Context: an optimization exercise on an open-source flow, tuned for a short achievable clock period and few clock cycles. The choices shown serve that exercise and are no tape-out recipe.
At most, simulation tests tie the RTL to the original design; equivalence was not proved.
Power is estimated from default activity; no workload was simulated.

run 1:
// wisc_proc
module wisc_proc (
	input clk,
	input rst,
	output [15:0] imem_addr,
	input [15:0] imem_rdata,
	output [15:0] dmem_addr,
	output [15:0] dmem_wdata,
	output dmem_en,
	output dmem_wr,
	input [15:0] dmem_rdata,
	output halt
	);
==> flow/config.mk <==
export PLATFORM = sky130hd
export DESIGN_NAME = wisc_proc
export DESIGN_NICKNAME = wisc_proc
export VERILOG_FILES = /design/flow/design.v
export SDC_FILE = /design/flow/constraint.sdc
export NUM_CORES = 4
export LEC_CHECK = 0
export CAP_MARGIN = 20
export CORE_MARGIN = 2
export CORE_UTILIZATION = 40
export PLACE_DENSITY = 0.6
export SETUP_SLACK_MARGIN = 5
export SLEW_MARGIN = 20
export SYNTH_HIERARCHICAL = 1
export SYNTH_MINIMUM_KEEP_SIZE = 0
export TNS_END_PERCENT = 100
==> flow/constraint.sdc <==
create_clock -name core_clock -period 10.5 [get_ports {clk}]
set_input_delay 2.1000 -clock core_clock [delete_from_list [all_inputs] [get_ports {clk}]]
set_output_delay 2.1000 -clock core_clock [all_outputs]
set_load 0.01 [all_outputs]
standard.sh (not shown) runs the stock make flow with config.mk's settings and CLKGATE_MAP_FILE= SYNTH_SCRIPT=/design/flow/synth_recipe.tcl, a recipe that flattens the netlist after the stock synthesis.
==> flow/flow/run.sh <==
#!/bin/bash
# Standard layout, with timing repair aimed well below the design's
# clock period (the constraints are unchanged; only the repair target).
set -euo pipefail
MARGIN=${MARGIN:-7.3}
bash standard.sh SETUP_SLACK_MARGIN=$MARGIN TNS_END_PERCENT=100 finish > standard.log 2>&1
For run 2, these inputs were changed with respect to run 1:
-- flow/design.v --
<<< run 1, line 85
	wire [15:0] dsub_e;
	ks_add16 u_add_e (.a(a_e), .b(b_e), .cin(1'b0), .s(sum_e[15:0]), .cout(sum_e[16]));
	wire ge_ba_e;                                  
	ks_add16 u_sub_e (.a(~a_e), .b(b_e), .cin(1'b1), .s(dsub_e), .cout(ge_ba_e));
	wire [3:0] sa = b_e[3:0];
	wire [3:0] amt = shk_e[1] ? (4'd0 - sa) : sa;
	wire [15:0] r1 = amt[0] ? {a_e[14:0], a_e[15]} : a_e;
	wire [15:0] r2 = amt[1] ? {r1[13:0], r1[15:14]} : r1;
	wire [15:0] r4 = amt[2] ? {r2[11:0], r2[15:12]} : r2;
	wire [15:0] r8 = amt[3] ? {r4[7:0], r4[15:8]} : r4;
	reg [15:0] shm;
	integer si;
	always @(*) begin
		for (si = 0; si < 16; si = si + 1)
			case (shk_e)
				2'd1: shm[si] = (si >= sa);
				2'd3: shm[si] = (si + sa <= 15);
				default: shm[si] = 1'b1;
			endcase
	end
	wire [15:0] sh_e = r8 & shm;
	wire eq_e = (a_e == b_e);
	wire sgn_d = a_e[15] ^ b_e[15];
	wire lt_e = sgn_d ? a_e[15] : (ge_ba_e & ~eq_e);
	wire le_e = sgn_d ? a_e[15] : ge_ba_e;
	reg cm_e;
	always @(*) begin
>>> run 2, line 85
	wire [15:0] dsub_e;
	ks_add16 u_add_e (.a(a_e), .b(b_e), .cin(1'b0), .s(sum_e[15:0]), .cout(sum_e[16]));
	ks_add16 u_sub_e (.a(~a_e), .b(b_e), .cin(1'b1), .s(dsub_e), .cout());
	wire [3:0] sa = b_e[3:0];
	wire [31:0] rl2 = {a_e, a_e} << sa;
	wire [31:0] rr2 = {a_e, a_e} >> sa;
	reg [15:0] sh_e;
	always @(*) begin
		case (shk_e)
			2'd0: sh_e = rl2[31:16];
			2'd1: sh_e = a_e << sa;
			2'd2: sh_e = rr2[15:0];
			default: sh_e = a_e >> sa;
		endcase
	end
	wire eq_e = (a_e == b_e);
	wire [15:0] dif_e;
	wire ge_u_e;                                   
	ks_add16 u_cmp_e (.a(a_e), .b(~b_e), .cin(1'b1), .s(dif_e), .cout(ge_u_e));
	wire lt_e = (a_e[15] != b_e[15]) ? a_e[15] : ~ge_u_e;
	reg cm_e;
	always @(*) begin
<<< run 1, line 113
			2'd0: cm_e = eq_e;
			2'd1: cm_e = lt_e;
			2'd2: cm_e = le_e;
			default: cm_e = sum_e[16];
		endcase
>>> run 2, line 108
			2'd0: cm_e = eq_e;
			2'd1: cm_e = lt_e;
			2'd2: cm_e = lt_e | eq_e;
			default: cm_e = sum_e[16];
		endcase
Notes after the runs:
- Comparing run 1 against run 2, there is no change at all in number of ports placed on the die boundary.
- The final reports for run 2 and run 1 show horizontal die dimension higher in the former.
- A startpoint of the most critical setup path of imem_rdata[0] is what run 1 shows, while ir_d[8] belongs to run 2.
- In run 2 relative to run 1, wire length of the first global-routing pass had gone up by a few percent.
- Cmp run 2 and run 1 / final core utilization / lower: run 1
- Run 2 against run 1: post-placement setup slack now smaller; number of filler cells placed in the layout higher; final-layout setup total negative slack was more or less identical; clock share of power lost 1.0 points.
- Re initial antenna violation count: run 2 and run 1 aren't equal, and the higher value belongs to run 2.
- The final period utilization in run 2 was lower than what run 1 gave.
Testbench counts of run 2, summed over its fixed seeds: cycles 36,225.
Only the layout flow was run in run 1; the RTL was not checked for function there.


== run A ==
Another version of the RTL of wisc_proc (not shown whole).
Size in the first run: roughly 3,500 cells after synthesis, about 85 I/O pins.
Settings: LEC_CHECK=0, CAP_MARGIN=40, CORE_MARGIN=2, CORE_UTILIZATION=40, PLACE_DENSITY=0.6, SETUP_SLACK_MARGIN=5, SLEW_MARGIN=40, SYNTH_HIERARCHICAL=1, SYNTH_MINIMUM_KEEP_SIZE=0, TNS_END_PERCENT=100; clock period 10.5 ns.
Scripts as last shown in full above: flow/flow/run.sh
For run B, these inputs were changed with respect to run A:
--- a/flow/design.v
+++ b/flow/design.v
@@ -50,23 +50,26 @@
 	input s3, input [15:0] d3,
 	input s4, input [15:0] d4,
 	output [15:0] y
 	);
 	assign y = ({16{s0}} & d0) | ({16{s1}} & d1) | ({16{s2}} & d2) | ({16{s3}} & d3) |
 	           ({16{s4}} & d4);
 endmodule
 module ftgt (
 	input [7:0] lo,
 	input c8,
-	input [7:0] h0, input [7:0] h1,
+	input neg,
+	input [7:0] ph, input [7:0] ph_m1, input [7:0] ph_p1,
 	output [15:0] tgt
 	);
+	wire [7:0] h0 = neg ? ph_m1 : ph;
+	wire [7:0] h1 = neg ? ph : ph_p1;
 	assign tgt = {c8 ? h1 : h0, lo};
 endmodule
 module ao8x16 (
 	input [7:0] s,
 	input [15:0] d0, input [15:0] d1, input [15:0] d2, input [15:0] d3,
 	input [15:0] d4, input [15:0] d5, input [15:0] d6, input [15:0] d7,
 	output [15:0] y
 	);
 	assign y = ({16{s[0]}} & d0) | ({16{s[1]}} & d1) | ({16{s[2]}} & d2) | ({16{s[3]}} & d3) |
 	           ({16{s[4]}} & d4) | ({16{s[5]}} & d5) | ({16{s[6]}} & d6) | ({16{s[7]}} & d7);
@@ -290,23 +293,22 @@
 	wire [4:0] fop = imem_rdata[15:11];
 	wire f_j = (fop == OP_J) | (fop == OP_JAL);
 	wire f_bb = (fop[4:2] == 3'b011) & (imem_rdata[7] | fop[0]);
 	wire f_short = (imem_rdata[10:8] == {3{imem_rdata[7]}});
 	wire f_pred = (PRED != 0) & ((f_j & f_short) | f_bb);
 	wire [8:0] f_lo;
 	ks_add8 u_add_f (.a(pcp2_f[7:0]), .b(imem_rdata[7:0]), .s(f_lo[7:0]), .cout(f_lo[8]));
 	wire [7:0] ph = pcp2_f[15:8];
 	wire [7:0] ph_m1 = ph - 8'd1, ph_p1 = ph + 8'd1;
 	wire [15:0] f_tgt;
-	wire [7:0] f_h0 = imem_rdata[7] ? ph_m1 : ph;
-	wire [7:0] f_h1 = imem_rdata[7] ? ph : ph_p1;
-	ftgt u_ftgt (.lo(f_lo[7:0]), .c8(f_lo[8]), .h0(f_h0), .h1(f_h1), .tgt(f_tgt));
+	ftgt u_ftgt (.lo(f_lo[7:0]), .c8(f_lo[8]), .neg(imem_rdata[7]), .ph(ph), .ph_m1(ph_m1),
+		.ph_p1(ph_p1), .tgt(f_tgt));
 	wire sel_mis = ~rst & mis_e;
 	wire sel_red = ~rst & redirect;               
 	wire sel_hold = ~rst & stall;                 
 	wire quiet = ~rst & ~mis_e & ~redirect & ~stall;
 	wire sel_f = quiet & f_pred;
 	wire sel_seq = quiet & ~f_pred;
 	wire [7:0] pc_sel = {sel_seq, sel_hold, sel_mis, sel_f,
 	                     sel_red & ~i_jr & ~redir_n, sel_red & ~i_jr & redir_n,
 	                     sel_red & i_jr & ~hit_ea, sel_red & i_jr & hit_ea};
 	wire [15:0] pc_next;
[summary]
- Wire length of the first global-routing pass ends up lower on run B.
- Run B against run A; final cell count is down slightly.
- Measured against run A, the number of buffers outside the clock class in the layout of run B comes out at 0.924 times the reference value.
- Summary of run B over run A: cell internal power dissipation climbed 0.29 mW; wire length on met1 dropped 710 um; post-detailed-placement cell area barely changed.
- The sequential share of power in run B sits 0.2 points below the value recorded for run A.
- Run B against run A: logic gate share of total power has increased; remaining global-route overflow closely matched the old numbers.
Function was not checked in any run of this note: the RTL went through the layout flow alone.

[port drivers added, routing unchanged]
The results above use ideal ports. As a check the final layouts listed here were re-extracted and re-timed, cells and wires unchanged. Step 1: set_driving_cell puts a clkbuf_16 on clk and a buf_2 on each other input, an assumption about the parent block. Step 2 moves the port delays by t, midway between the first and last clock arrival at a register: inputs arrive t later, outputs are due t later. That takes back most of the time a late clock gives input paths. Slacks: no drivers / after step 1 / after step 2; pairs: no drivers / after step 1.
run	shift t [ns]	setup WS [ns]	worst hold slack (ns)	worst setup path at the end	pins driven straight from the clock port
run 1	0.635	6.290 / 6.307 / 5.672	0.325 / 0.325 / 0.325	input to register	1
run 2	0.637	6.713 / 6.713 / 6.116	0.325 / 0.325 / 0.325	input to register	1
run A	0.669	6.522 / 6.522 / 6.292	0.324 / 0.324 / 0.324	input to register	1
run B	0.665	6.360 / 6.360 / 6.115	0.324 / 0.324 / 0.324	input to register	1
After both steps every run listed still meets setup and hold. For run 1, which loses most, drivers alone change the setup slack by +0.017 ns; drivers and shift together by -0.618 ns.
